Source: an optimization exercise on an open RTL-to-GDS flow (aim: small area, a short achievable clock period and few clock cycles per item). Production flows keep margins and buffers that such runs may drop. Function was checked by simulation only, so behaviour that the tests miss may differ from the original.

### flow/design.v
`timescale 1ns/1ps
module gcd(opa, opb, start, resetn, clk, result, done);
input wire [31:0] opa;
input wire [31:0] opb;
input wire start, resetn;
input wire clk;
output wire [31:0] result;
output wire done;
reg  [31:0] A, B;
reg  [4:0]  k;
reg         flag;        
reg         rest;        
reg         sc;          
reg         ys;          
reg         run_reg;
reg         done_reg;
reg         start_reg;
reg         first;       
wire done_now;
assign result = B;
assign done   = done_reg | done_now;
wire init  = start & ~start_reg & (~run_reg | done_now);
wire [31:0] X = sc ? 32'd0 : A;
wire [31:0] Y = ys ? B : 32'd0;
wire [31:0] xy_d;       
wire        xy_gt;      
wire        xy_same;    
absdiff ad0 (.x(X), .y(Y), .d(xy_d), .gt(xy_gt), .eq(xy_same));
wire [3:0] xl = X[4:1] ^ Y[4:1];
wire force1 = sc & (flag | ~A[0]);
wire s1 = ~force1 & ~xl[0] & (xl[1] | ~xl[2]);    
wire s2 = ~force1 & ~xl[0] & ~xl[1];              
wire [31:0] st1 = s1 ? {2'b0, xy_d[31:2]} : {1'b0, xy_d[31:1]};
wire [31:0] nA  = s2 ? {2'b0, st1[31:2]} : st1;
wire nA0 = force1 ? B[1] : (|xl);           
wire swap   = sc | ~(xy_gt | xy_same);
wire finish = run_reg & ~rest & ~flag & xy_same;    
wire k1     = (k == 5'd1);
wire kz     = (k == 5'd0);
assign done_now = finish & ~sc & kz & ~first;
wire nflag = ~flag & ~A[0] & ~B[0];
wire nsc   = nflag | (sc & ~A[0]);
always @(posedge clk) begin
    if (init)
        A <= opa;
    else
        A <= nA;
end
wire b_ld   = init;
wire b_sh   = ~init & run_reg & (rest | (finish & ~sc & ~kz));
wire b_sw   = ~init & run_reg & ~(rest | (finish & ~sc & ~kz)) & swap;
wire b_hold = ~(b_ld | b_sh | b_sw);
wire [31:0] nB = ({32{b_ld}} & opb) | ({32{b_sh}} & {B[30:0], 1'b0}) |
                 ({32{b_sw}} & A) | ({32{b_hold}} & B);
always @(posedge clk)
    B <= nB;
always @(posedge clk) begin
    if (init) begin
        k    <= 5'd0;
        flag <= 1'b0;
        sc   <= ~opb[0];
        ys   <= ~opb[0] | opa[0];
    end else begin
        if (rest | finish) begin
            k    <= k - 5'd1;
        end else begin
            if (flag) k <= k + 5'd1;
            flag <= nflag;
        end
        sc <= nsc;
        ys <= nsc | nA0;
    end
end
always @(posedge clk or negedge resetn) begin
    if (~resetn) begin
        run_reg   <= 1'b0;
        done_reg  <= 1'b0;
        start_reg <= 1'b0;
        rest      <= 1'b0;
        first     <= 1'b0;
    end else begin
        start_reg <= start;
        first     <= init;
        if (init) begin
            run_reg  <= 1'b1;
            done_reg <= 1'b0;
            rest     <= 1'b0;
        end else if (run_reg) begin
            if ((finish & (sc | kz | k1)) | (rest & k1)) begin
                run_reg  <= 1'b0;
                done_reg <= 1'b1;
                rest     <= 1'b0;
            end else if (finish) begin
                rest     <= 1'b1;
            end
        end
    end
end
endmodule
module absdiff(x, y, d, gt, eq);
input [31:0] x, y; output [31:0] d; output gt, eq;
wire [31:0] g0 = x & ~y; wire [31:0] p0 = ~(x ^ y);
wire g1_1 = g0[1] | (p0[1] & g0[0]); wire p1_1 = p0[1] & p0[0];
wire g1_3 = g0[3] | (p0[3] & g0[2]); wire p1_3 = p0[3] & p0[2];
wire g1_5 = g0[5] | (p0[5] & g0[4]); wire p1_5 = p0[5] & p0[4];
wire g1_7 = g0[7] | (p0[7] & g0[6]); wire p1_7 = p0[7] & p0[6];
wire g1_9 = g0[9] | (p0[9] & g0[8]); wire p1_9 = p0[9] & p0[8];
wire g1_11 = g0[11] | (p0[11] & g0[10]); wire p1_11 = p0[11] & p0[10];
wire g1_13 = g0[13] | (p0[13] & g0[12]); wire p1_13 = p0[13] & p0[12];
wire g1_15 = g0[15] | (p0[15] & g0[14]); wire p1_15 = p0[15] & p0[14];
wire g1_17 = g0[17] | (p0[17] & g0[16]); wire p1_17 = p0[17] & p0[16];
wire g1_19 = g0[19] | (p0[19] & g0[18]); wire p1_19 = p0[19] & p0[18];
wire g1_21 = g0[21] | (p0[21] & g0[20]); wire p1_21 = p0[21] & p0[20];
wire g1_23 = g0[23] | (p0[23] & g0[22]); wire p1_23 = p0[23] & p0[22];
wire g1_25 = g0[25] | (p0[25] & g0[24]); wire p1_25 = p0[25] & p0[24];
wire g1_27 = g0[27] | (p0[27] & g0[26]); wire p1_27 = p0[27] & p0[26];
wire g1_29 = g0[29] | (p0[29] & g0[28]); wire p1_29 = p0[29] & p0[28];
wire g1_31 = g0[31] | (p0[31] & g0[30]); wire p1_31 = p0[31] & p0[30];
wire g2_3 = g1_3 | (p1_3 & g1_1); wire p2_3 = p1_3 & p1_1;
wire g2_7 = g1_7 | (p1_7 & g1_5); wire p2_7 = p1_7 & p1_5;
wire g2_11 = g1_11 | (p1_11 & g1_9); wire p2_11 = p1_11 & p1_9;
wire g2_15 = g1_15 | (p1_15 & g1_13); wire p2_15 = p1_15 & p1_13;
wire g2_19 = g1_19 | (p1_19 & g1_17); wire p2_19 = p1_19 & p1_17;
wire g2_23 = g1_23 | (p1_23 & g1_21); wire p2_23 = p1_23 & p1_21;
wire g2_27 = g1_27 | (p1_27 & g1_25); wire p2_27 = p1_27 & p1_25;
wire g2_31 = g1_31 | (p1_31 & g1_29); wire p2_31 = p1_31 & p1_29;
wire g3_7 = g2_7 | (p2_7 & g2_3); wire p3_7 = p2_7 & p2_3;
wire g3_15 = g2_15 | (p2_15 & g2_11); wire p3_15 = p2_15 & p2_11;
wire g3_23 = g2_23 | (p2_23 & g2_19); wire p3_23 = p2_23 & p2_19;
wire g3_31 = g2_31 | (p2_31 & g2_27); wire p3_31 = p2_31 & p2_27;
wire g4_15 = g3_15 | (p3_15 & g3_7); wire p4_15 = p3_15 & p3_7;
wire g4_31 = g3_31 | (p3_31 & g3_23); wire p4_31 = p3_31 & p3_23;
wire g5_31 = g4_31 | (p4_31 & g4_15); wire p5_31 = p4_31 & p4_15;
wire g6_23 = g3_23 | (p3_23 & g4_15); wire p6_23 = p3_23 & p4_15;
wire g7_11 = g2_11 | (p2_11 & g3_7); wire p7_11 = p2_11 & p3_7;
wire g7_19 = g2_19 | (p2_19 & g4_15); wire p7_19 = p2_19 & p4_15;
wire g7_27 = g2_27 | (p2_27 & g6_23); wire p7_27 = p2_27 & p6_23;
wire g8_5 = g1_5 | (p1_5 & g2_3); wire p8_5 = p1_5 & p2_3;
wire g8_9 = g1_9 | (p1_9 & g3_7); wire p8_9 = p1_9 & p3_7;
wire g8_13 = g1_13 | (p1_13 & g7_11); wire p8_13 = p1_13 & p7_11;
wire g8_17 = g1_17 | (p1_17 & g4_15); wire p8_17 = p1_17 & p4_15;
wire g8_21 = g1_21 | (p1_21 & g7_19); wire p8_21 = p1_21 & p7_19;
wire g8_25 = g1_25 | (p1_25 & g6_23); wire p8_25 = p1_25 & p6_23;
wire g8_29 = g1_29 | (p1_29 & g7_27); wire p8_29 = p1_29 & p7_27;
wire g9_2 = g0[2] | (p0[2] & g1_1); wire p9_2 = p0[2] & p1_1;
wire g9_4 = g0[4] | (p0[4] & g2_3); wire p9_4 = p0[4] & p2_3;
wire g9_6 = g0[6] | (p0[6] & g8_5); wire p9_6 = p0[6] & p8_5;
wire g9_8 = g0[8] | (p0[8] & g3_7); wire p9_8 = p0[8] & p3_7;
wire g9_10 = g0[10] | (p0[10] & g8_9); wire p9_10 = p0[10] & p8_9;
wire g9_12 = g0[12] | (p0[12] & g7_11); wire p9_12 = p0[12] & p7_11;
wire g9_14 = g0[14] | (p0[14] & g8_13); wire p9_14 = p0[14] & p8_13;
wire g9_16 = g0[16] | (p0[16] & g4_15); wire p9_16 = p0[16] & p4_15;
wire g9_18 = g0[18] | (p0[18] & g8_17); wire p9_18 = p0[18] & p8_17;
wire g9_20 = g0[20] | (p0[20] & g7_19); wire p9_20 = p0[20] & p7_19;
wire g9_22 = g0[22] | (p0[22] & g8_21); wire p9_22 = p0[22] & p8_21;
wire g9_24 = g0[24] | (p0[24] & g6_23); wire p9_24 = p0[24] & p6_23;
wire g9_26 = g0[26] | (p0[26] & g8_25); wire p9_26 = p0[26] & p8_25;
wire g9_28 = g0[28] | (p0[28] & g7_27); wire p9_28 = p0[28] & p7_27;
wire g9_30 = g0[30] | (p0[30] & g8_29); wire p9_30 = p0[30] & p8_29;
wire cin = g5_31;
assign gt = cin; assign eq = p5_31;
assign d[0] = 1'b0;
assign d[1] = p0[1] ^ (cin ? (g0[0] | p0[0]) : ~g0[0]);
assign d[2] = p0[2] ^ (cin ? (g1_1 | p1_1) : ~g1_1);
assign d[3] = p0[3] ^ (cin ? (g9_2 | p9_2) : ~g9_2);
assign d[4] = p0[4] ^ (cin ? (g2_3 | p2_3) : ~g2_3);
assign d[5] = p0[5] ^ (cin ? (g9_4 | p9_4) : ~g9_4);
assign d[6] = p0[6] ^ (cin ? (g8_5 | p8_5) : ~g8_5);
assign d[7] = p0[7] ^ (cin ? (g9_6 | p9_6) : ~g9_6);
assign d[8] = p0[8] ^ (cin ? (g3_7 | p3_7) : ~g3_7);
assign d[9] = p0[9] ^ (cin ? (g9_8 | p9_8) : ~g9_8);
assign d[10] = p0[10] ^ (cin ? (g8_9 | p8_9) : ~g8_9);
assign d[11] = p0[11] ^ (cin ? (g9_10 | p9_10) : ~g9_10);
assign d[12] = p0[12] ^ (cin ? (g7_11 | p7_11) : ~g7_11);
assign d[13] = p0[13] ^ (cin ? (g9_12 | p9_12) : ~g9_12);
assign d[14] = p0[14] ^ (cin ? (g8_13 | p8_13) : ~g8_13);
assign d[15] = p0[15] ^ (cin ? (g9_14 | p9_14) : ~g9_14);
assign d[16] = p0[16] ^ (cin ? (g4_15 | p4_15) : ~g4_15);
assign d[17] = p0[17] ^ (cin ? (g9_16 | p9_16) : ~g9_16);
assign d[18] = p0[18] ^ (cin ? (g8_17 | p8_17) : ~g8_17);
assign d[19] = p0[19] ^ (cin ? (g9_18 | p9_18) : ~g9_18);
assign d[20] = p0[20] ^ (cin ? (g7_19 | p7_19) : ~g7_19);
assign d[21] = p0[21] ^ (cin ? (g9_20 | p9_20) : ~g9_20);
assign d[22] = p0[22] ^ (cin ? (g8_21 | p8_21) : ~g8_21);
assign d[23] = p0[23] ^ (cin ? (g9_22 | p9_22) : ~g9_22);
assign d[24] = p0[24] ^ (cin ? (g6_23 | p6_23) : ~g6_23);
assign d[25] = p0[25] ^ (cin ? (g9_24 | p9_24) : ~g9_24);
assign d[26] = p0[26] ^ (cin ? (g8_25 | p8_25) : ~g8_25);
assign d[27] = p0[27] ^ (cin ? (g9_26 | p9_26) : ~g9_26);
assign d[28] = p0[28] ^ (cin ? (g7_27 | p7_27) : ~g7_27);
assign d[29] = p0[29] ^ (cin ? (g9_28 | p9_28) : ~g9_28);
assign d[30] = p0[30] ^ (cin ? (g8_29 | p8_29) : ~g8_29);
assign d[31] = p0[31] ^ (cin ? (g9_30 | p9_30) : ~g9_30);
endmodule
### flow/flow/run.sh
#!/bin/bash
set -e
export BUFFER_PORTS_ARGS="-buffer_cell sky130_fd_sc_hd__buf_1"
bash standard.sh > standard.log 2>&1
### flow/standard.sh
#!/bin/bash
# synth_recipe.tcl (not shown) runs the flow's synth.tcl, then flattens the netlist and writes it again
# the make line also repeats each setting of config.mk as NAME=value (left out here)
make -C /OpenROAD-flow-scripts/flow DESIGN_CONFIG=/design/flow/config.mk WORK_HOME=/design/flow/orfs CLKGATE_MAP_FILE= SYNTH_SCRIPT=/design/flow/synth_recipe.tcl "${@:-finish}"
### flow/config.mk
export PLATFORM = sky130hd
export DESIGN_NAME = gcd
export DESIGN_NICKNAME = gcd
export VERILOG_FILES = /design/flow/design.v
export SDC_FILE = /design/flow/constraint.sdc
export NUM_CORES = 4
export LEC_CHECK = 0
export ABC_AREA = 0
export CAP_MARGIN = 20
export CORE_MARGIN = 2
export CORE_UTILIZATION = 40
export CTS_BUF_LIST = sky130_fd_sc_hd__clkbuf_4 sky130_fd_sc_hd__clkbuf_8
export SETUP_SLACK_MARGIN = 0.4
export SLEW_MARGIN = 20
### flow/constraint.sdc
create_clock -name core_clock -period 4.0 [get_ports {clk}]
set_input_delay 0.8000 -clock core_clock [delete_from_list [all_inputs] [get_ports {clk}]]
set_output_delay 0.8000 -clock core_clock [all_outputs]
set_load 0.01 [all_outputs]
==> results of run 1 <==
-- worst max-delay path: stages (launching register included) --
cell and delay, ns:
dfxtp_4 0.45, clkbuf_16 0.20, nand2_1 0.09, ha_4 0.20, a211oi_4 0.30, o211ai_4 0.13, a221oi_4 0.32, o2111a_2 0.35
o31a_1 0.26, buf_6 0.19, buf_4 0.13, a211oi_1 0.04, a21oi_1 0.20, xnor2_2 0.17, mux2i_1 0.14, o221a_1 0.27
-- metal layers --
metal / vias up / GRT usage / routed length [um]
met4: 0 / 0.09838 / 995
li1: 3788 / - / -
met1: 3733 / 0.3422 / 10920
met2: 377 / 0.4436 / 12220
met5: - / 0 / 0
met3: 75 / 0.04377 / 1917
-- what timing repair did --
action / 4_1_cts / 5_1_grt
gates resized for setup: 14 / 76
pin swaps: 5 / 25
setup buffers: 10 / 15
endpoints found under the setup margin: 63 / 67
gates cloned: 1 / 5
-- cell type report --
cell class                      instances  area (um^2)
Tap cell                              225        281.5
Clock buffer                           11        145.1
Fill cell                            1752         8343
Multi-Input combinational cell        782         5426
Inverter                               15        58.81
Sequential cell                        77         1572
Timing Repair Buffer                  193         1240
Clock inverter                          5        50.05
-- cell usage in the layout (no fill, tap or decap), types with 15 or more instances in the layout --
cell type and n:
nand2_1 148, buf_1 98, buf_4 75, dfxtp_1 70, a21oi_1 58, nor2_1 55, o21ai_0 45, o211ai_1 39
a22oi_1 38, nor2b_1 33, ha_1 25, mux2i_1 20, nor3_1 19, xnor2_1 19, o21ai_1 16, nand3_1 15
-- worst max-delay path by stage --
stage,cells past startpoint,slack [ns],to
final,15,0.44,A[20]$_DFF_P_
after global routing,14,0.31,A[21]$_DFF_P_
after CTS,13,0.40,A[26]$_DFF_P_
after detailed placement,13,0.14,A[0]$_DFF_P_
after global placement,14,0.17,A[2]$_DFF_P_
after floorplan,14,0.41,A[10]$_DFF_P_
-- cell families (layout without fill, tap and decap cells) --
family,after synthesis,in the layout,share of synthesized area
compound gates,341,342,0.3439
buf+inv,86,224,0.05476
flops,77,77,0.2255
fa+ha+maj,36,36,0.06485
simple gates,343,343,0.2286
xor+xnor,39,39,0.05026
mux,22,22,0.03207
-- stage by stage --
step | cells | util | cell area [um^2]
6_report | 1308 | 0.5126 | 8773
2_1_floorplan | 944 | - | 6947
3_3_place_gp | 1261 | 0.4571 | 7824
5_1_grt | 1308 | 0.5126 | 8773
3_5_place_dp | 1261 | 0.4571 | 7824
4_1_cts | 1288 | 0.4769 | 8163
==> summary.md, run 1 <==
| Metric | Value |
|---|---|
| Most instantiated cells after synthesis | `154 x nand2_1, 72 x dfxtp_1, 65 x a21oi_1, 61 x nor2_1, 50 x o21ai_0` |
| Critical Path End Type | `register` |
| Latest clock arrival within the worst-skew pair | `0.39 ns` |
| Net Count, Synth | `approximately 1000` |
| First-pass DRT Iterations | `6` |
| Seq/Total Area, Yosys | `0.2255` |
| CTS tree | `yes` |
| Dpl ws | `between 0.1 and 0.15 ns` |
| Total track usage | `0.2650` |
| Worst Skew | `0.01199 ns` |
| Avg Vias per Cell | `6.096` |
| Final worst-path cycle share | `0.8892` |
| Critical setup path kind | `register to register` |
| IO Port Bufs | `99` |
| Count of cell types in the netlist | `82` |
| Setup TNS | `0 ns` |
| Slew Viols, Final | `0` |
| R2R depth | `15` |
| Routed WL | `26060 um` |
| Worst-path maximum fanout | `8` |
| Cts bufs inserted | `9` |
| Worst r2r dst | `A[20]$_DFF_P_` |
| Post-Syn Area | `0.006945 mm^2` |
| Diode count | `0` |
| Gpl congestion | `between 0.9 and 1` |
| Die Y | `135.8 um` |
| Core box area | `0.01712 mm^2` |
| Least-Margin Pin Slew | `~0.87 ns` |
| Post-Synthesis Cells | `944` |
| Min-delay worst type | `input pin to asynchronous set/reset pin` |
| Synth area leader | `dfxtp_1` |
| Synth async-reset ratio | `0.06494` |
| Final Hold Vio Count | `0` |
| Initial DRC Count | `roughly 800` |
| Biggest regs | `A x32, B x32, k x5` |
| Remaining global-route overflow | `0` |
| Final hold slack | `0.2482 ns` |
| RSZ-0062 raised after global routing | `true` |
| Nets@finish | `1181` |
| Die footprint | `0.01843 mm^2` |
| Top-level I/O count | `100` |
| Slew headroom | `0.4136` |
| Share of layout cells above drive strength 1 | `0.1764` |
| DP HPWL | `17840 um` |
| Required time of the worst setup path | `4.27 ns` |
| Vias | `7973` |
| Clock Tree Buf Depth | `2` |
| Post-synth top area share | `0.2075` |
| CTS root buf | `clkbuf_8` |
| Top cells by area, synth | `dfxtp_1 21%, nand2_1 8.3%, ha_1 6.5%, a21oi_1 4.7%, o211ai_1 4.2%` |
| Residual DRC | `0` |
| Initial core utilization | `0.4058` |
| CTS H-tree lvls | `3` |
| CTS sink cnt | `77` |
| Antenna violations before repair | `0` |
| Ys Warns | `1` |
| WL per Instance | `19.92 um` |
| Synth Register Bits | `77` |
| DIE WIDTH | `135.8 um` |
| Synth Area per Inst | `7.357 um^2` |
| Outcome | `complete, no violations` |
| Fmax | `between 200 and 300 MHz` |
| Hold_buf cts | `0` |
| Tmin final | `approximately 3.6 ns` |
| Setup violations, final | `0` |
| # Max-Cap Violations | `0` |
| Data arrival, critical path | `3.82 ns` |
| EDFF count, synth | `0` |
| Post-DRT Antenna Nets | `0` |
| Area grow syn2layout | `26.32%` |
| Largest net degree at the start of global routing | `39` |
| Worst Setup SP | `ys$_DFF_P_` |
| Synth Flop Type | `dfxtp_1` |
| Number of global-route vias before repair | `roughly 7300` |
| Final worst setup slack | `0.4431 ns` |
| FP Rows | `48` |
| Critical path launch point type | `register` |
| FF-to-FF setup slack | `0.44 ns` |
| First-pass GRT wire length | `about 39000 um` |
| Reg clk slew, reported paths | `0.09 ns` |
| Dominant cell by count in the synthesized netlist | `nand2_1` |
| Worst r2r src | `ys$_DFF_P_` |
Testbench counts, summed over its fixed seeds: cycles 169,285, items 8,000.
==> inputs of run 2 (changes only) <==
--- a/flow/config.mk
+++ b/flow/config.mk
@@ -5,7 +5,7 @@
 export SDC_FILE = /design/flow/constraint.sdc
 export NUM_CORES = 4
 export LEC_CHECK = 0
-export ABC_AREA = 0
+export ABC_AREA = 1
 export CAP_MARGIN = 20
 export CORE_MARGIN = 2
 export CORE_UTILIZATION = 40
==> summary.md, run 2 <==
| Metric | Value |
|---|---|
| Outcome | `complete, no violations` |
| WL per Instance | `13.10 um (-34%)` |
| Slew Viols, Final | `0 (unchanged)` |
| Remaining global-route overflow | `0 (unchanged)` |
| Util after Layout | `0.4586 (-0.05395)` |
| Cts bufs inserted | `9 (unchanged)` |
| Worst r2r src | `sc$_DFF_P_` |
| First-pass DRT Iterations | `4 (-2)` |
| Placed cell area | `0.006604 mm^2 (-16%)` |
| Synth Flop Type | `dfxtp_1` |
| Ys Warns | `1 (unchanged)` |
| Commonest non-fill, non-tap cell in the layout | `nand2_1` |
| Post-synth top area share | `0.2348 (+0.02724)` |
| Clock Tree Buf Depth | `2 (unchanged)` |
| Required time of the worst setup path | `3.20 ns (-1.07 ns)` |
| Post-DRT Antenna Nets | `0 (unchanged)` |
| Share of layout cells above drive strength 1 | `0.07465 (-0.1017)` |
| Synth Area per Inst | `6.170 um^2 (-16%)` |
| Dpl ws | `0.4954 ns (+0.3595 ns)` |
| Seq/Total Area, Yosys | `0.2551 (+0.02960)` |
| Final hold slack | `0.2854 ns (+0.03724 ns)` |
| Fmax | `297.4 MHz (+5.8%)` |
| Count of cell types in the netlist | `41 (-50%)` |
| Vias | `6443 (-19%)` |
| Most instantiated cells after synthesis | `337 x nand2_1, 138 x nand3_1, 114 x inv_1, 72 x dfxtp_1, 60 x nor2_1` |
| Nets@finish | `1183 (+0.17%)` |
| Register Area | `0.001569 mm^2 (-0.16%)` |
| Slew headroom | `0.4977 (+0.08415)` |
| Top-level I/O count | `100 (unchanged)` |
| Die Y | `127.9 um (-5.8%)` |
| Critical Path End Type | `primary output` |
| FP Rows | `45 (-6.3%)` |
| CTS sink cnt | `77 (unchanged)` |
| Post-Syn Area | `0.006140 mm^2 (-12%)` |
| Data arrival, critical path | `2.56 ns (-1.26 ns)` |
| Avg Vias per Cell | `5.061 (-17%)` |
| First-pass GRT wire length | `27990 um (-28%)` |
| Worst r2r dst | `A[2]$_DFF_P_` |
| Net Count, Synth | `1098 (+4.9%)` |
| RSZ-0062 raised after global routing | `false` |
| Critical path launch point type | `register` |
| CTS H-tree lvls | `3 (unchanged)` |
| Synth area leader | `dfxtp_1` |
| FF-to-FF setup slack | `0.76 ns (+0.32 ns)` |
| R2R depth | `17 (+2)` |
| Worst-path maximum fanout | `22 (+14)` |
| Post-Synthesis Cells | `995 (+5.4%)` |
| Worst Skew | `0.01399 ns (+0.002003 ns)` |
| Final worst-path cycle share | `0.8405 (-0.04873)` |
| Die footprint | `0.01636 mm^2 (-11%)` |
| Dominant cell by count in the synthesized netlist | `nand2_1` |
| Critical setup path kind | `register to primary output` |
| Synth async-reset ratio | `0.06494 (unchanged)` |
| Most frequent cells in the layout | `336 x nand2_1, 138 x nand3_1, 113 x inv_1` |
| Tmin final | `3.362 ns (-0.1949 ns)` |
| Antenna violations before repair | `0 (unchanged)` |
| CTS tree | `yes` |
| Top cells by area, synth | `dfxtp_1 23%, nand2_1 21%, nand3_1 11%, ha_1 7.3%, inv_1 7.0%` |
| # fillers | `1717 (-2.0%)` |
| # Max-Cap Violations | `0 (unchanged)` |
| Area grow syn2layout | `12.72%` |
| Initial core utilization | `0.4069 (+0.001107)` |
| Largest net degree at the start of global routing | `48 (+23%)` |
| Area of the multi-input gates | `0.003908 mm^2 (-28%)` |
| Total track usage | `0.2094 (-0.05561)` |
| Final worst setup slack | `0.6380 ns (+0.1949 ns)` |
| Final Hold Vio Count | `0 (unchanged)` |
| CTS root buf | `clkbuf_8` |
| Min-delay worst type | `input pin to asynchronous set/reset pin` |
| Residual DRC | `0 (unchanged)` |
| Latest clock arrival within the worst-skew pair | `0.38 ns (about the same)` |
| Post-route cell area | `0.006920 mm^2 (-21%)` |
| Routed WL | `16670 um (-36%)` |
| Biggest regs | `A x32, B x32, k x5` |
| DIE WIDTH | `127.9 um (-5.8%)` |
| Least-Margin Pin Slew | `0.7526 ns (-0.1218 ns)` |
| Core box area | `0.01509 mm^2 (-12%)` |
| Setup TNS | `0 ns (unchanged)` |
| IO Port Bufs | `99 (unchanged)` |
| Setup violations, final | `0 (unchanged)` |
| Hold_buf cts | `0 (unchanged)` |
| Gpl congestion | `0.8352 (-12%)` |
| Synth Register Bits | `77 (unchanged)` |
| Diode count | `0 (unchanged)` |
| EDFF count, synth | `0 (unchanged)` |
| Number of global-route vias before repair | `5961 (-18%)` |
| DP HPWL | `12310 um (-31%)` |
| Initial DRC Count | `323 (-60%)` |
| Reg clk slew, reported paths | `0.08 ns (about the same)` |
==> run 2: cell types whose count changed after synthesis, sizes merged, moves of 27 or more <==
cell	change
o21ai	-27
a21oi	-36
nand3	+123
o211ai	-33
inv	+106
a22oi	-38
nand2	+198
nor2b	-33
o2111ai	+29
clkbuf	-27
==> run 2: through the flow <==
| step | std cells |
|---|---|
| global placement | 1251 |
| CTS | 1267 |
| finish | 1273 |
| detailed placement | 1251 |
| floorplan | 995 |
| global route | 1273 |
==> run 2: worst max path at each step <==
stage / start / to
final: sc$_DFF_P_ / done
after global routing: sc$_DFF_P_ / done
after CTS: sc$_DFF_P_ / B[30]$_DFF_P_
after detailed placement: sc$_DFF_P_ / B[30]$_DFF_P_
after global placement: sc$_DFF_P_ / B[14]$_DFF_P_
after floorplan: sc$_DFF_P_ / done
==> run 2: per-layer routing <==
| layer | share of wire | track usage | wire [um] |
|---|---|---|---|
| met5 | 0 | 0 | 0 |
| met4 | 0.011 | 0.05365 | 189 |
| met3 | 0.040 | 0.03589 | 671 |
| met2 | 0.46 | 0.3489 | 7730 |
| met1 | 0.48 | 0.2817 | 8083 |
==> run 2: timing repair <==
item | CTS | global route
setup endpoints to repair | 0 | 63
setup buffers | 0 | 4
gates resized for setup | 0 | 21
==> run 2: critical path, stage by stage (launching register included) <==
cell and delay (ns):
dfxtp_2 0.39, buf_12 0.17, nor2_1 0.07, ha_1 0.35
nand2_1 0.11, nor2_2 0.19, nand2_2 0.10, nor2_2 0.17
nand4_1 0.16, nor2_1 0.12, nand3b_1 0.10, nand2_1 0.09
buf_1 0.15
==> run 2: kinds of logic after synthesis <==
group / share of synthesized area
and+or+nand+nor: 0.4108
xor gates and xnor gates: 0.02568
AOI/OAI and AO/OA: 0.1227
adders and majority gates: 0.07336
DFF: 0.2551
buffers and inverters: 0.1123
==> run 2: cell type report <==
type | instances | area share
tap | 188 | 0.03399
timing repair buffer | 116 | 0.07792
multi-input combinational | 754 | 0.5646
clock buffer | 15 | 0.02531
clock inverter | 1 | 0.004339
sequential | 77 | 0.2267
inverter | 122 | 0.06708
==> inputs of run 3 (changes only) <==
--- a/flow/config.mk
+++ b/flow/config.mk
@@ -8,7 +8,7 @@
 export ABC_AREA = 1
 export CAP_MARGIN = 20
 export CORE_MARGIN = 2
-export CORE_UTILIZATION = 40
+export CORE_UTILIZATION = 50
 export CTS_BUF_LIST = sky130_fd_sc_hd__clkbuf_4 sky130_fd_sc_hd__clkbuf_8
 export SETUP_SLACK_MARGIN = 0.4
 export SLEW_MARGIN = 20
==> summary.md, run 3 <==
| Metric | Value |
|---|---|
| Outcome | `complete, no violations` |
| Data arrival, critical path | `2.58 ns (+0.02 ns)` |
| Tmin final | `3.379 ns (+0.01662 ns)` |
| Share of layout cells above drive strength 1 | `0.07622 (+0.001562)` |
| Worst Skew | `0.01092 ns (-0.003069 ns)` |
| Count of cell types in the netlist | `41 (unchanged)` |
| Synth Area per Inst | `6.170 um^2 (unchanged)` |
| Least-Margin Pin Slew | `0.6499 ns (-0.1026 ns)` |
| Die Y | `114.8 um (-10%)` |
| Dominant cell by count in the synthesized netlist | `nand2_1` |
| Min-delay worst type | `input pin to asynchronous set/reset pin` |
| Worst r2r src | `sc$_DFF_P_` |
| IO Port Bufs | `99 (unchanged)` |
| Vias | `6495 (+0.81%)` |
| Remaining global-route overflow | `0 (unchanged)` |
| Total track usage | `0.2716 (+0.06215)` |
| Clock Tree Buf Depth | `2 (unchanged)` |
| Commonest non-fill, non-tap cell in the layout | `nand2_1` |
| FF-to-FF setup slack | `0.76 ns (about the same)` |
| Latest clock arrival within the worst-skew pair | `0.39 ns (about the same)` |
| First-pass DRT Iterations | `5 (+1)` |
| CTS tree | `yes` |
| Residual DRC | `0 (unchanged)` |
| Diode count | `0 (unchanged)` |
| Top-level I/O count | `100 (unchanged)` |
| WL per Instance | `13.83 um (+5.6%)` |
| Post-synth top area share | `0.2348 (unchanged)` |
| Worst-path maximum fanout | `9 (-59%)` |
| Antenna violations before repair | `0 (unchanged)` |
| Register Area | `0.001574 mm^2 (+0.32%)` |
| CTS root buf | `clkbuf_8` |
| Fmax | `296.0 MHz (-0.49%)` |
| Slew headroom | `0.5663 (+0.06851)` |
| Post-Synthesis Cells | `995 (unchanged)` |
| Cts bufs inserted | `9 (unchanged)` |
| RSZ-0062 raised after global routing | `false` |
| Critical Path End Type | `primary output` |
| CTS H-tree lvls | `3 (unchanged)` |
| Critical path launch point type | `register` |
| DP HPWL | `12270 um (-0.30%)` |
| Number of global-route vias before repair | `6096 (+2.3%)` |
| Reg clk slew, reported paths | `0.09 ns (about the same)` |
| Slew Viols, Final | `0 (unchanged)` |
| Critical setup path kind | `register to primary output` |
| FP Rows | `40 (-11%)` |
| Net Count, Synth | `1098 (unchanged)` |
| Area grow syn2layout | `12.98%` |
| Die footprint | `0.01318 mm^2 (-19%)` |
| DIE WIDTH | `114.8 um (-10%)` |
| Nets@finish | `1187 (+0.34%)` |
| Synth area leader | `dfxtp_1` |
| Post-Syn Area | `0.006140 mm^2 (unchanged)` |
| Dpl ws | `0.3161 ns (-0.1794 ns)` |
| Setup TNS | `0 ns (unchanged)` |
| Synth Register Bits | `77 (unchanged)` |
| # Max-Cap Violations | `0 (unchanged)` |
| Biggest regs | `A x32, B x32, k x5` |
| Most instantiated cells after synthesis | `337 x nand2_1, 138 x nand3_1, 114 x inv_1, 72 x dfxtp_1, 60 x nor2_1` |
| Largest net degree at the start of global routing | `68 (+42%)` |
| Setup violations, final | `0 (unchanged)` |
| Final Hold Vio Count | `0 (unchanged)` |
| Routed WL | `17100 um (+2.5%)` |
| CTS sink cnt | `77 (unchanged)` |
| Top cells by area, synth | `dfxtp_1 23%, nand2_1 21%, nand3_1 11%, ha_1 7.3%, inv_1 7.0%` |
| Area of the multi-input gates | `0.003918 mm^2 (+0.26%)` |
| Core box area | `0.01201 mm^2 (-20%)` |
| Final worst setup slack | `0.6214 ns (-0.01662 ns)` |
| Avg Vias per Cell | `5.255 (+3.8%)` |
| First-pass GRT wire length | `28860 um (+3.1%)` |
| Most frequent cells in the layout | `337 x nand2_1, 137 x nand3_1, 112 x inv_1` |
| EDFF count, synth | `0 (unchanged)` |
| # fillers | `1319 (-23%)` |
| Final worst-path cycle share | `0.8446 (+0.004154)` |
| Synth Flop Type | `dfxtp_1` |
| R2R depth | `17 (unchanged)` |
| Worst r2r dst | `A[0]$_DFF_P_` |
| Ys Warns | `1 (unchanged)` |
| Synth async-reset ratio | `0.06494 (unchanged)` |
| Util after Layout | `0.5775 (+0.1189)` |
| Post-DRT Antenna Nets | `0 (unchanged)` |
| Required time of the worst setup path | `3.20 ns (about the same)` |
| Seq/Total Area, Yosys | `0.2551 (unchanged)` |
| Gpl congestion | `0.9088 (+8.8%)` |
| Initial core utilization | `0.5111 (+0.1043)` |
| Initial DRC Count | `374 (+16%)` |
-- run 3: cell counts after synthesis --
No cell type changed its count.
-- run 3: layout make-up --
cell class                      count  area share
Multi-Input combinational cell    754      0.5648
Sequential cell                    77      0.2269
Timing Repair Buffer              118     0.07973
Inverter                          122     0.06782
Tap cell                          147     0.02652
Clock buffer                        9     0.01786
Clock inverter                      7     0.01425
Timing Repair inverter              2    0.002165
-- run 3: how the worst max path moves through the flow --
stage | start | end | slack [ns]
after floorplan | sc$_DFF_P_ | done | 1.09
after global placement | sc$_DFF_P_ | B[20]$_DFF_P_ | 0.43
after detailed placement | sc$_DFF_P_ | B[24]$_DFF_P_ | 0.32
after CTS | sc$_DFF_P_ | done | 0.47
after global routing | ys$_DFF_P_ | A[13]$_DFF_P_ | 0.39
final | sc$_DFF_P_ | done | 0.62
-- run 3: repair_timing --
action / 4_1_cts / 5_1_grt
cloned: 1 / 1
setup endpoints to repair: 42 / 69
hold endpoints to repair: 0 / 0
resized for setup: 5 / 15
hold buffers: 0 / 0
pin swaps: 0 / 0
buffers inserted: 5 / 3
-- run 3: logic make-up (layout without fill, tap and decap cells) --
kind of cell | count (synthesis) | in the layout | share of synthesized area
AOI/OAI and AO/OA | 117 | 117 | 0.1227
xor gates and xnor gates | 18 | 18 | 0.02568
adders and majority gates | 36 | 36 | 0.07336
buffers and inverters | 164 | 258 | 0.1123
DFF | 77 | 77 | 0.2551
and+or+nand+nor | 583 | 583 | 0.4108
-- run 3: per-layer routing --
metal,track usage,up-vias,share of wire
met3,0.04533,22,0.043
met2,0.4481,153,0.46
met1,0.3631,2890,0.48
met4,0.08996,0,0.019
li1,-,3430,-
met5,0,-,0
-- run 3: through the flow --
step / hold WS, ns / area [um^2] / cells
floorplan: 0.4633 / 6140 / 995
detailed placement: 0.4960 / 6545 / 1209
finish: 0.2540 / 6937 / 1236
global route: 0.2641 / 6937 / 1236
CTS: 0.2492 / 6822 / 1231
global placement: 0.4971 / 6545 / 1209
-- run 3: worst max-delay path: stages (launching register included) --
cell	delay [ns]
dfxtp_4	0.42
buf_4	0.19
nor2_1	0.07
ha_1	0.33
inv_1	0.10
nor3_4	0.23
nand2_1	0.12
nor2_2	0.15
nand4_1	0.15
nor2_1	0.11
nand3b_1	0.10
nand2_1	0.07
buf_1	0.15
==> inputs of run 4 (changes only) <==
==> flow/flow/run.sh (replaced) <==
#!/bin/bash
set -e
export BUFFER_PORTS_ARGS="-buffer_cell sky130_fd_sc_hd__buf_1"
export CTS_ARGS="-sink_clustering_enable -repair_clock_nets -buf_list {sky130_fd_sc_hd__clkbuf_4 sky130_fd_sc_hd__clkbuf_8} -dont_use_dummy_load"
bash standard.sh > standard.log 2>&1
--- a/flow/config.mk
+++ b/flow/config.mk
@@ -8,7 +8,7 @@
 export ABC_AREA = 1
 export CAP_MARGIN = 20
 export CORE_MARGIN = 2
-export CORE_UTILIZATION = 50
+export CORE_UTILIZATION = 40
 export CTS_BUF_LIST = sky130_fd_sc_hd__clkbuf_4 sky130_fd_sc_hd__clkbuf_8
 export SETUP_SLACK_MARGIN = 0.4
 export SLEW_MARGIN = 20
==> summary.md, run 4 <==
| Metric | Value |
|---|---|
| Final Hold Vio Count | `0 (unchanged)` |
| Ys Warns | `1 (unchanged)` |
| Net Count, Synth | `1098 (unchanged)` |
| Nets@finish | `1183 (-0.34%)` |
| Setup violations, final | `0 (unchanged)` |
| First-pass DRT Iterations | `4 (-1)` |
| Fmax | `296.4 MHz (+0.14%)` |
| Initial core utilization | `0.4069 (-0.1043)` |
| Clock Tree Buf Depth | `2 (unchanged)` |
| Critical path launch point type | `register` |
| Post-route cell area | `0.006838 mm^2 (-1.4%)` |
| IO Port Bufs | `99 (unchanged)` |
| CTS tree | `yes` |
| Least-Margin Pin Slew | `0.7391 ns (+0.08922 ns)` |
| Min-delay worst type | `input pin to asynchronous set/reset pin` |
| Residual DRC | `0 (unchanged)` |
| Latest clock arrival within the worst-skew pair | `0.37 ns (-0.02 ns)` |
| First-pass GRT wire length | `27970 um (-3.1%)` |
| Number of global-route vias before repair | `5960 (-2.2%)` |
| Synth area leader | `dfxtp_1` |
| Cts bufs inserted | `9 (unchanged)` |
| Critical Path End Type | `primary output` |
| Data arrival, critical path | `2.57 ns (about the same)` |
| Placed cell area | `0.006604 mm^2 (+0.90%)` |
| CP max stage delay | `0.39 ns (-0.03 ns)` |
| Critical Path Most Common Cell | `nand2_1` |
| Tmin final | `3.374 ns (-0.004779 ns)` |
| Gpl congestion | `0.8352 (-8.1%)` |
| CTS sink cnt | `77 (unchanged)` |
| Worst Skew | `0.01728 ns (+0.006362 ns)` |
| # fillers | `1721 (+30%)` |
| Synth Area per Inst | `6.170 um^2 (unchanged)` |
| Core box area | `0.01509 mm^2 (+26%)` |
| Seq/Total Area, Yosys | `0.2551 (unchanged)` |
| Setup TNS | `0 ns (unchanged)` |
| Reg clk slew, reported paths | `0.07 ns (-0.02 ns)` |
| CTS root buf | `clkbuf_8` |
| Count of cell types in the netlist | `41 (unchanged)` |
| Post-DRT Antenna Nets | `0 (unchanged)` |
| Crit-path cells | `buf_2 > nor2_1 > ha_1 > nand2_1 > nor3_2 > nand2_1 > nor2_2 > nand4_1 > nor2_1 > nand3b_1 > nand2_1 > buf_1` |
| Most frequent cells in the layout | `336 x nand2_1, 138 x nand3_1, 113 x inv_1` |
| Final worst-path cycle share | `0.8434 (-0.001195)` |
| Synth Flop Type | `dfxtp_1` |
| Remaining global-route overflow | `0 (unchanged)` |
| Die Y | `127.9 um (+11%)` |
| Slew Viols, Final | `0 (unchanged)` |
| Slew headroom | `0.5067 (-0.05955)` |
| Most instantiated cells after synthesis | `337 x nand2_1, 138 x nand3_1, 114 x inv_1, 72 x dfxtp_1, 60 x nor2_1` |
| Largest net degree at the start of global routing | `48 (-29%)` |
| Commonest non-fill, non-tap cell in the layout | `nand2_1` |
| Routed WL | `16650 um (-2.6%)` |
| Post-Synthesis Cells | `995 (unchanged)` |
| Inst Count DP | `1251 (+3.5%)` |
| # Max-Cap Violations | `0 (unchanged)` |
| Share of layout cells above drive strength 1 | `0.06865 (-0.007571)` |
| FP Rows | `45 (+13%)` |
| Synth Register Bits | `77 (unchanged)` |
| Synth async-reset ratio | `0.06494 (unchanged)` |
| Vias | `6406 (-1.4%)` |
| Hold_buf cts | `0 (unchanged)` |
| Top cells by area, synth | `dfxtp_1 23%, nand2_1 21%, nand3_1 11%, ha_1 7.3%, inv_1 7.0%` |
| Post-Layout Cell Count | `1266 (+2.4%)` |
| Register Area | `0.001569 mm^2 (-0.32%)` |
| Worst-path maximum fanout | `7 (-2)` |
| RSZ-0062 raised after global routing | `false` |
| Die footprint | `0.01636 mm^2 (+24%)` |
| Post-synth top area share | `0.2348 (unchanged)` |
| Area grow syn2layout | `11.37%` |
| CTS H-tree lvls | `3 (unchanged)` |
| Total track usage | `0.2094 (-0.06215)` |
| WP buf/inv | `2 (-1)` |
| CP top delay family | `simple AND/OR/NAND/NOR gates` |
| Top-level I/O count | `100 (unchanged)` |
| Biggest regs | `A x32, B x32, k x5` |
| Initial DRC Count | `300 (-20%)` |
| WL per Instance | `13.15 um (-4.9%)` |
| Util after Layout | `0.4532 (-0.1243)` |
| Diode count | `0 (unchanged)` |
| Post-Syn Area | `0.006140 mm^2 (unchanged)` |
| Critical setup path kind | `register to primary output` |
| DP HPWL | `12310 um (+0.30%)` |
| Avg Vias per Cell | `5.060 (-3.7%)` |
| Outcome | `complete, no violations` |
| Dominant cell by count in the synthesized netlist | `nand2_1` |
| Final worst setup slack | `0.6262 ns (+0.004779 ns)` |
| Dpl ws | `0.4954 ns (+0.1794 ns)` |
| Antenna violations before repair | `0 (unchanged)` |
| Required time of the worst setup path | `3.20 ns (about the same)` |
| Area of the multi-input gates | `0.003908 mm^2 (-0.26%)` |
| Final hold slack | `0.2846 ns (+0.03064 ns)` |
| Slowest cell on crit path | `dfxtp_2` |
| EDFF count, synth | `0 (unchanged)` |
| DIE WIDTH | `127.9 um (+11%)` |
==> run 4: cell counts after synthesis <==
Identical to the previous run, type by type.
==> run 4: cells by family (layout without fill, tap and decap cells) <==
kind of cell	after synthesis	in the layout	share of synthesized area
flip-flops	77	77	0.2551
XOR/XNOR	18	18	0.02568
adder cells (fa/ha/maj)	36	36	0.07336
AO/OA/AOI/OAI	117	117	0.1227
AND/OR/NAND/NOR	583	583	0.4108
buffers and inverters	164	247	0.1123
==> run 4: final timing paths <==
path                                    from                end  slack [ns]  depth (start not counted)
max                               sc$_DFF_P_               done        0.63                         12
min                                   resetn  run_reg$_DFF_PN0_        0.28                          1
max reg2reg                       sc$_DFF_P_       B[0]$_DFF_P_        0.78                         17
min reg2reg                k[0]$_SDFFE_PP0P_  k[0]$_SDFFE_PP0P_        0.50                          2
max in group asynchronous             resetn    first$_DFF_PN0_        3.49                          1
min in group core_clock    k[0]$_SDFFE_PP0P_  k[0]$_SDFFE_PP0P_        0.50                          2
==> run 4: layout make-up <==
type / instances / share of cell area
multi-input combinational: 754 / 0.5715
timing repair buffer: 116 / 0.07850
inverter: 122 / 0.06807
sequential: 77 / 0.2295
tap: 188 / 0.03440
clock buffer: 9 / 0.01812
==> run 4: timing repair <==
action | CTS | global route
setup endpoints to repair | 0 | 63
setup buffers | 0 | 4
gates resized for setup | 0 | 21
==> run 4: metal layers <==
layer / wire, um / track usage / vias to the layer above
li1: - / - / 3413
met3: 564 / 0.03464 / 13
met4: 191 / 0.05301 / 0
met2: 7698 / 0.3511 / 103
met1: 8195 / 0.2809 / 2877
met5: 0 / 0 / -
==> inputs of run 5 (changes only) <==
==> flow/flow/run.sh (replaced) <==
#!/bin/bash
set -e
export BUFFER_PORTS_ARGS="-buffer_cell sky130_fd_sc_hd__buf_1"
export RECOVER_POWER=100
export CTS_ARGS="-sink_clustering_enable -repair_clock_nets -buf_list {sky130_fd_sc_hd__clkbuf_4 sky130_fd_sc_hd__clkbuf_8} -dont_use_dummy_load"
bash standard.sh > standard.log 2>&1
==> summary.md, run 5 <==
| Metric | Value |
|---|---|
| CTS tree | `yes` |
| End of the critical path | `done` |
| Initial DRC Count | `309 (+3.0%)` |
| Most frequent cells in the layout | `336 x nand2_1, 139 x nand3_1, 113 x inv_1` |
| Count of cell types in the netlist | `41 (unchanged)` |
| Slowest cell on crit path | `dfxtp_1` |
| Net Count, Synth | `1098 (unchanged)` |
| Most instantiated cells after synthesis | `337 x nand2_1, 138 x nand3_1, 114 x inv_1, 72 x dfxtp_1, 60 x nor2_1` |
| Post-synth top area share | `0.2348 (unchanged)` |
| Critical Path Most Common Cell | `nand2_1` |
| Residual DRC | `0 (unchanged)` |
| IO Port Bufs | `99 (unchanged)` |
| Compound-Gate Fraction of Synth Area | `0.1227 (unchanged)` |
| Avg Vias per Cell | `5.086 (+0.52%)` |
| Post-DRT Antenna Nets | `0 (unchanged)` |
| Number of global-route vias before repair | `5960 (unchanged)` |
| Top cells by area, synth | `dfxtp_1 23%, nand2_1 21%, nand3_1 11%, ha_1 7.3%, inv_1 7.0%` |
| Final worst-path cycle share | `0.8652 (+0.02176)` |
| Setup TNS | `0 ns (unchanged)` |
| First-pass DRT Iterations | `5 (+1)` |
| CP max stage delay | `0.45 ns (+0.06 ns)` |
| Seq/Total Area, Yosys | `0.2551 (unchanged)` |
| Synth area leader | `dfxtp_1` |
| Worst Setup SP | `sc$_DFF_P_` |
| FF-to-FF setup slack | `0.66 ns (-0.12 ns)` |
| Least-Margin Pin Slew | `0.7373 ns (-0.001854 ns)` |
| Remaining global-route overflow | `0 (unchanged)` |
| Simple-gate share of the synthesized area | `0.4108 (unchanged)` |
| Inst Count DP | `1251 (unchanged)` |
| Worst r2r src | `sc$_DFF_P_` |
| Required time of the worst setup path | `3.20 ns (about the same)` |
| Commonest non-fill, non-tap cell in the layout | `nand2_1` |
| R2R depth | `17 (unchanged)` |
| Hold_buf cts | `0 (unchanged)` |
| Adder-cell share of the synthesized area | `0.07336 (unchanged)` |
| Final hold slack | `0.2852 ns (+0.0005310 ns)` |
| Nets@finish | `1183 (unchanged)` |
| Outcome | `complete, no violations` |
| Synth Area per Inst | `6.170 um^2 (unchanged)` |
| Initial core utilization | `0.4069 (unchanged)` |
| Synth async-reset ratio | `0.06494 (unchanged)` |
| Worst r2r dst | `B[0]$_DFF_P_` |
| Post-Synthesis Cells | `995 (unchanged)` |
| Critical path launch point type | `register` |
| Routed WL | `16690 um (+0.24%)` |
| Final worst setup slack | `0.5392 ns (-0.08705 ns)` |
| Fmax | `288.9 MHz (-2.5%)` |
| Final Hold Vio Count | `0 (unchanged)` |
| Die footprint | `0.01636 mm^2 (unchanged)` |
| Reg clk slew, reported paths | `0.07 ns (about the same)` |
| Vias | `6439 (+0.52%)` |
| Worst Skew | `0.01644 ns (-0.0008406 ns)` |
| Dominant cell by count in the synthesized netlist | `nand2_1` |
| First-pass GRT wire length | `27970 um (unchanged)` |
| Share of layout cells above drive strength 1 | `0.06308 (-0.005566)` |
| Largest family of logic cells by synthesized area | `simple AND/OR/NAND/NOR gates` |
| Crit-path cells | `buf_2 > nor2_1 > ha_1 > nand2_1 > nor3_2 > nand2_1 > nor2_2 > nand4_1 > nor2_1 > nand3b_1 > nand2_1 > buf_1` |
| Area grow syn2layout | `11.11%` |
| Setup violations, final | `0 (unchanged)` |
| CTS root buf | `clkbuf_8` |
| Largest net degree at the start of global routing | `48 (unchanged)` |
| Total track usage | `0.2094 (unchanged)` |
| Tmin final | `3.461 ns (+0.08705 ns)` |
| Gpl congestion | `0.8352 (unchanged)` |
| Synth Flop Type | `dfxtp_1` |
| Clock Tree Buf Depth | `2 (unchanged)` |
| Post-Syn Area | `0.006140 mm^2 (unchanged)` |
| Biggest regs | `A x32, B x32, k x5` |
| Core box area | `0.01509 mm^2 (unchanged)` |
| CTS H-tree lvls | `3 (unchanged)` |
| Post-synthesis mux area share | `0 (unchanged)` |
| Diode count | `0 (unchanged)` |
| Util after Layout | `0.4521 (-0.001078)` |
| Worst-path maximum fanout | `7 (unchanged)` |
| DP HPWL | `12310 um (unchanged)` |
| Synth Area in XOR/XNOR | `0.02568 (unchanged)` |
| Post-Layout Cell Count | `1266 (unchanged)` |
| Data arrival, critical path | `2.66 ns (+0.09 ns)` |
| # Max-Cap Violations | `0 (unchanged)` |
| FP Rows | `45 (unchanged)` |
| EDFF count, synth | `0 (unchanged)` |
| Latest clock arrival within the worst-skew pair | `0.37 ns (about the same)` |
| Critical Path End Type | `primary output` |
| Critical setup path kind | `register to primary output` |
| Synth Register Bits | `77 (unchanged)` |
| Dpl ws | `0.4954 ns (unchanged)` |
| Cts bufs inserted | `9 (unchanged)` |
| Slew headroom | `0.5079 (+0.001237)` |
| WL per Instance | `13.18 um (+0.24%)` |
| CTS sink cnt | `77 (unchanged)` |
| DIE WIDTH | `127.9 um (unchanged)` |
| RSZ-0062 raised after global routing | `false` |
| Ys Warns | `1 (unchanged)` |
| Die Y | `127.9 um (unchanged)` |
| Antenna violations before repair | `0 (unchanged)` |
| Slew Viols, Final | `0 (unchanged)` |
| Min-delay worst type | `input pin to asynchronous set/reset pin` |
| Top-level I/O count | `100 (unchanged)` |
## run 5: cell counts after synthesis
No cell type changed its count.
## run 5: worst max-delay path: cells and delay by family, from the launching register on
family,cells,cell delay [ns]
adders and majority gates,1,0.37
DFF,1,0.45
and+or+nand+nor,9,1.06
buffers and inverters,2,0.41
## run 5: how the worst min path moves through the flow
stage / start / end / cells after the start
2_1_floorplan: A[0]$_DFF_P_ / B[0]$_DFF_P_ / 2
3_3_place_gp: done_reg$_DFFE_PN0P_ / done_reg$_DFFE_PN0P_ / 2
3_5_place_dp: done_reg$_DFFE_PN0P_ / done_reg$_DFFE_PN0P_ / 2
4_1_cts: resetn / start_reg$_DFF_PN0_ / 1
5_1_grt: resetn / run_reg$_DFF_PN0_ / 1
6_report: resetn / run_reg$_DFF_PN0_ / 1
## run 5: per-layer routing
layer	wire [um]	up-vias	track usage
met1	8173	2889	0.2809
met5	0	-	0
met4	191	0	0.05301
li1	-	3413	-
met2	7683	124	0.3511
met3	642	13	0.03464
## run 5: kinds of logic (layout without fill, tap and decap cells)
| kind of cell | Yosys count | count (layout) |
|---|---|---|
| and+or+nand+nor | 583 | 583 |
| buffers and inverters | 164 | 247 |
| adders and majority gates | 36 | 36 |
| xor gates and xnor gates | 18 | 18 |
| AOI/OAI and AO/OA | 117 | 117 |
| DFF | 77 | 77 |
## run 5: repair_timing
item,in CTS,in global routing
endpoints found under the setup margin,0,63
setup buffers,0,4
resized for setup,0,21
## run 5: area by class of cell
type	count	area (um^2)
clock buffer	9	123.9
multi-input combinational	754	3892
timing repair buffer	116	536.8
sequential	77	1568
fill	1725	8268
inverter	122	465.4
tap	188	235.2
## run 5: metrics by stage
step / instance area (um^2)
floorplan: 6140
global placement: 6604
detailed placement: 6604
CTS: 6728
global route: 6822
finish: 6822
==> inputs of run 6 (changes only) <==
==> flow/flow/run.sh (replaced) <==
#!/bin/bash
set -e
export BUFFER_PORTS_ARGS="-buffer_cell sky130_fd_sc_hd__buf_1"
export CTS_ARGS="-sink_clustering_enable -repair_clock_nets -buf_list {sky130_fd_sc_hd__clkbuf_4 sky130_fd_sc_hd__clkbuf_8} -dont_use_dummy_load"
bash standard.sh > standard.log 2>&1
--- a/flow/config.mk
+++ b/flow/config.mk
@@ -10,5 +10,5 @@
 export CORE_MARGIN = 2
 export CORE_UTILIZATION = 40
 export CTS_BUF_LIST = sky130_fd_sc_hd__clkbuf_4 sky130_fd_sc_hd__clkbuf_8
-export SETUP_SLACK_MARGIN = 0.4
+export SETUP_SLACK_MARGIN = 0.5
 export SLEW_MARGIN = 20
==> summary.md, run 6 <==
| Metric | Value |
|---|---|
| Outcome | `complete, no violations` |
| Die footprint | `0.01636 mm^2 (unchanged)` |
| Area grow syn2layout | `13.16%` |
| Worst r2r dst | `A[2]$_DFF_P_` |
| Slowest cell on crit path | `dfxtp_2` |
| CTS sink cnt | `77 (unchanged)` |
| First-pass DRT Iterations | `5 (unchanged)` |
| Dominant cell by count in the synthesized netlist | `nand2_1` |
| Top-level I/O count | `100 (unchanged)` |
| Top cells by area, synth | `dfxtp_1 23%, nand2_1 21%, nand3_1 11%, ha_1 7.3%, inv_1 7.0%` |
| Critical path launch point type | `register` |
| WL per Instance | `13.51 um (+2.5%)` |
| Nets@finish | `1189 (+0.51%)` |
| CTS tree | `yes` |
| Setup violations, final | `0 (unchanged)` |
| Net Count, Synth | `1098 (unchanged)` |
| Number of global-route vias before repair | `5986 (+0.44%)` |
| CTS root buf | `clkbuf_8` |
| Slew Viols, Final | `0 (unchanged)` |
| Diode count | `0 (unchanged)` |
| Worst-path maximum fanout | `19 (+12)` |
| DIE WIDTH | `127.9 um (unchanged)` |
| First-pass GRT wire length | `28430 um (+1.7%)` |
| Post-Layout Cell Count | `1272 (+0.47%)` |
| Setup TNS | `0 ns (unchanged)` |
| Die Y | `127.9 um (unchanged)` |
| Least-Margin Pin Slew | `0.5860 ns (-0.1513 ns)` |
| IO Port Bufs | `99 (unchanged)` |
| Clock Tree Buf Depth | `2 (unchanged)` |
| Count of cell types in the netlist | `41 (unchanged)` |
| Core box area | `0.01509 mm^2 (unchanged)` |
| Largest net degree at the start of global routing | `48 (unchanged)` |
| Biggest regs | `A x32, B x32, k x5` |
| Initial core utilization | `0.4069 (unchanged)` |
| Initial DRC Count | `296 (-4.2%)` |
| Most frequent cells in the layout | `336 x nand2_1, 137 x nand3_1, 112 x inv_1` |
| Tmin final | `3.290 ns (-0.1705 ns)` |
| Cts bufs inserted | `9 (unchanged)` |
| Synth Register Bits | `77 (unchanged)` |
| Data arrival, critical path | `2.49 ns (-0.17 ns)` |
| Post-synth top area share | `0.2348 (unchanged)` |
| Final worst-path cycle share | `0.8226 (-0.04264)` |
| Critical Path End Type | `primary output` |
| Synth async-reset ratio | `0.06494 (unchanged)` |
| Min-delay worst type | `input pin to asynchronous set/reset pin` |
| Remaining global-route overflow | `0 (unchanged)` |
| Reg clk slew, reported paths | `0.08 ns (about the same)` |
| Gpl congestion | `0.8352 (unchanged)` |
| Fmax | `303.9 MHz (+5.2%)` |
| Antenna violations before repair | `0 (unchanged)` |
| DP HPWL | `12310 um (unchanged)` |
| CTS H-tree lvls | `3 (unchanged)` |
| FP Rows | `45 (unchanged)` |
| Commonest non-fill, non-tap cell in the layout | `nand2_1` |
| Avg Vias per Cell | `5.125 (+0.76%)` |
| Inst Count DP | `1251 (unchanged)` |
| Final Hold Vio Count | `0 (unchanged)` |
| RSZ-0062 raised after global routing | `false` |
| Synth Flop Type | `dfxtp_1` |
| Post-Synthesis Cells | `995 (unchanged)` |
| FF-to-FF setup slack | `0.86 ns (+0.20 ns)` |
| Latest clock arrival within the worst-skew pair | `0.37 ns (about the same)` |
| Synth Area per Inst | `6.170 um^2 (unchanged)` |
| Crit-path cells | `buf_12 > nand2_1 > ha_1 > inv_1 > nor3_2 > nand2_1 > nor2_4 > nand4_1 > nor2_1 > nand3b_1 > nand2_1 > buf_1` |
| Routed WL | `17190 um (+3.0%)` |
| CP max stage delay | `0.37 ns (-0.08 ns)` |
| Most instantiated cells after synthesis | `337 x nand2_1, 138 x nand3_1, 114 x inv_1, 72 x dfxtp_1, 60 x nor2_1` |
| Post-Syn Area | `0.006140 mm^2 (unchanged)` |
| R2R depth | `17 (unchanged)` |
| Required time of the worst setup path | `3.20 ns (about the same)` |
| Share of layout cells above drive strength 1 | `0.07749 (+0.01441)` |
| Vias | `6519 (+1.2%)` |
| Critical Path Most Common Cell | `nand2_1` |
| # fillers | `1702 (-1.3%)` |
| Residual DRC | `0 (unchanged)` |
| Critical setup path kind | `register to primary output` |
| Post-DRT Antenna Nets | `0 (unchanged)` |
| Worst r2r src | `ys$_DFF_P_` |
| Ys Warns | `1 (unchanged)` |
| Final hold slack | `0.2826 ns (-0.002599 ns)` |
| Util after Layout | `0.4604 (+0.008375)` |
| Seq/Total Area, Yosys | `0.2551 (unchanged)` |
| Synth area leader | `dfxtp_1` |
| # Max-Cap Violations | `0 (unchanged)` |
| Hold_buf cts | `0 (unchanged)` |
| Worst Skew | `0.01693 ns (+0.0004882 ns)` |
| EDFF count, synth | `0 (unchanged)` |
| Slew headroom | `0.6088 (+0.1008)` |
| Total track usage | `0.2144 (+0.004940)` |
## run 6: critical path, delay by kind of cell, from the launching register on
| family | cells | cell delay [ns] |
|---|---|---|
| simple gates | 8 | 0.98 |
| buf+inv | 3 | 0.43 |
| flops | 1 | 0.37 |
| fa+ha+maj | 1 | 0.34 |
## run 6: stage by stage
step,cell area (um^2),setup WS (ns)
floorplan,6140,1.092
global placement,6604,0.6228
detailed placement,6604,0.4954
CTS,6784,0.5120
global route,6948,0.4920
finish,6948,0.7097
## run 6: logic make-up after synthesis
| group | after synthesis | synth area share |
|---|---|---|
| adder cells (fa/ha/maj) | 36 | 0.07336 |
| AO/OA/AOI/OAI | 117 | 0.1227 |
| buffers and inverters | 164 | 0.1123 |
| XOR/XNOR | 18 | 0.02568 |
| flip-flops | 77 | 0.2551 |
| AND/OR/NAND/NOR | 583 | 0.4108 |
## run 6: layout make-up
cell class / count / area, um^2 / share of cell area
clock buffer: 9 / 123.9 / 0.01783
inverter: 122 / 471.7 / 0.06789
multi-input combinational: 754 / 3953 / 0.5689
sequential: 77 / 1572 / 0.2262
tap: 188 / 235.2 / 0.03386
timing repair buffer: 121 / 585.6 / 0.08428
timing repair inverter: 1 / 7.507 / 0.001080
## run 6: worst max-delay path by stage
| stage | from | endpoint | slack, ns | cells after the start |
|---|---|---|---|---|
| final | ys$_DFF_P_ | done | 0.71 | 12 |
| after CTS | sc$_DFF_P_ | done | 0.51 | 12 |
| after global placement | sc$_DFF_P_ | B[14]$_DFF_P_ | 0.62 | 16 |
| after floorplan | sc$_DFF_P_ | done | 1.09 | 12 |
| after detailed placement | sc$_DFF_P_ | B[30]$_DFF_P_ | 0.50 | 16 |
| after global routing | ys$_DFF_P_ | done | 0.49 | 12 |
## run 6: timing repair
item | 4_1_cts | 5_1_grt
gates resized for setup | 3 | 29
endpoints found under the setup margin | 27 | 64
pin swaps | 0 | 6
gates cloned | 1 | 1
buffers inserted | 4 | 6
endpoints found under the hold margin | 0 | 0
## run 6: per-layer routing
metal	up-vias	track usage	part of all wire
li1	3421	-	-
met1	2933	0.2855	0.48
met2	151	0.3592	0.46
met3	14	0.03756	0.050
met4	0	0.05624	0.013
met5	-	0	0

static timing again, ports no longer ideal:
The flow's constraints put no driver on any port. The routed layouts listed below were extracted and timed again, unchanged, in two steps.
Step 1, drivers: a clkbuf_16 drives clk and a buf_2 each remaining input, both assumed.
Step 2 times the ports against the registers' clock, not the clock port: input delays grow and output delays shrink by t, the midpoint of the rising clock arrivals with the driver on.
Three values: ideal, step 1, step 2; two values: the first two.
run	shift t [ns]	setup WS [ns]	latest minus earliest clock arrival (ns)
run 1	0.419	0.443 / 0.443 / 0.443	0.012 / 0.012
run 2	0.406	0.638 / 0.602 / 0.758	0.014 / 0.014
run 3	0.416	0.621 / 0.585 / 0.764	0.011 / 0.011
run 4	0.399	0.626 / 0.590 / 0.781	0.017 / 0.017
run 5	0.398	0.539 / 0.503 / 0.663	0.017 / 0.017
run 6	0.401	0.710 / 0.674 / 0.865	0.017 / 0.016
After both steps setup and hold are still met in every run listed.
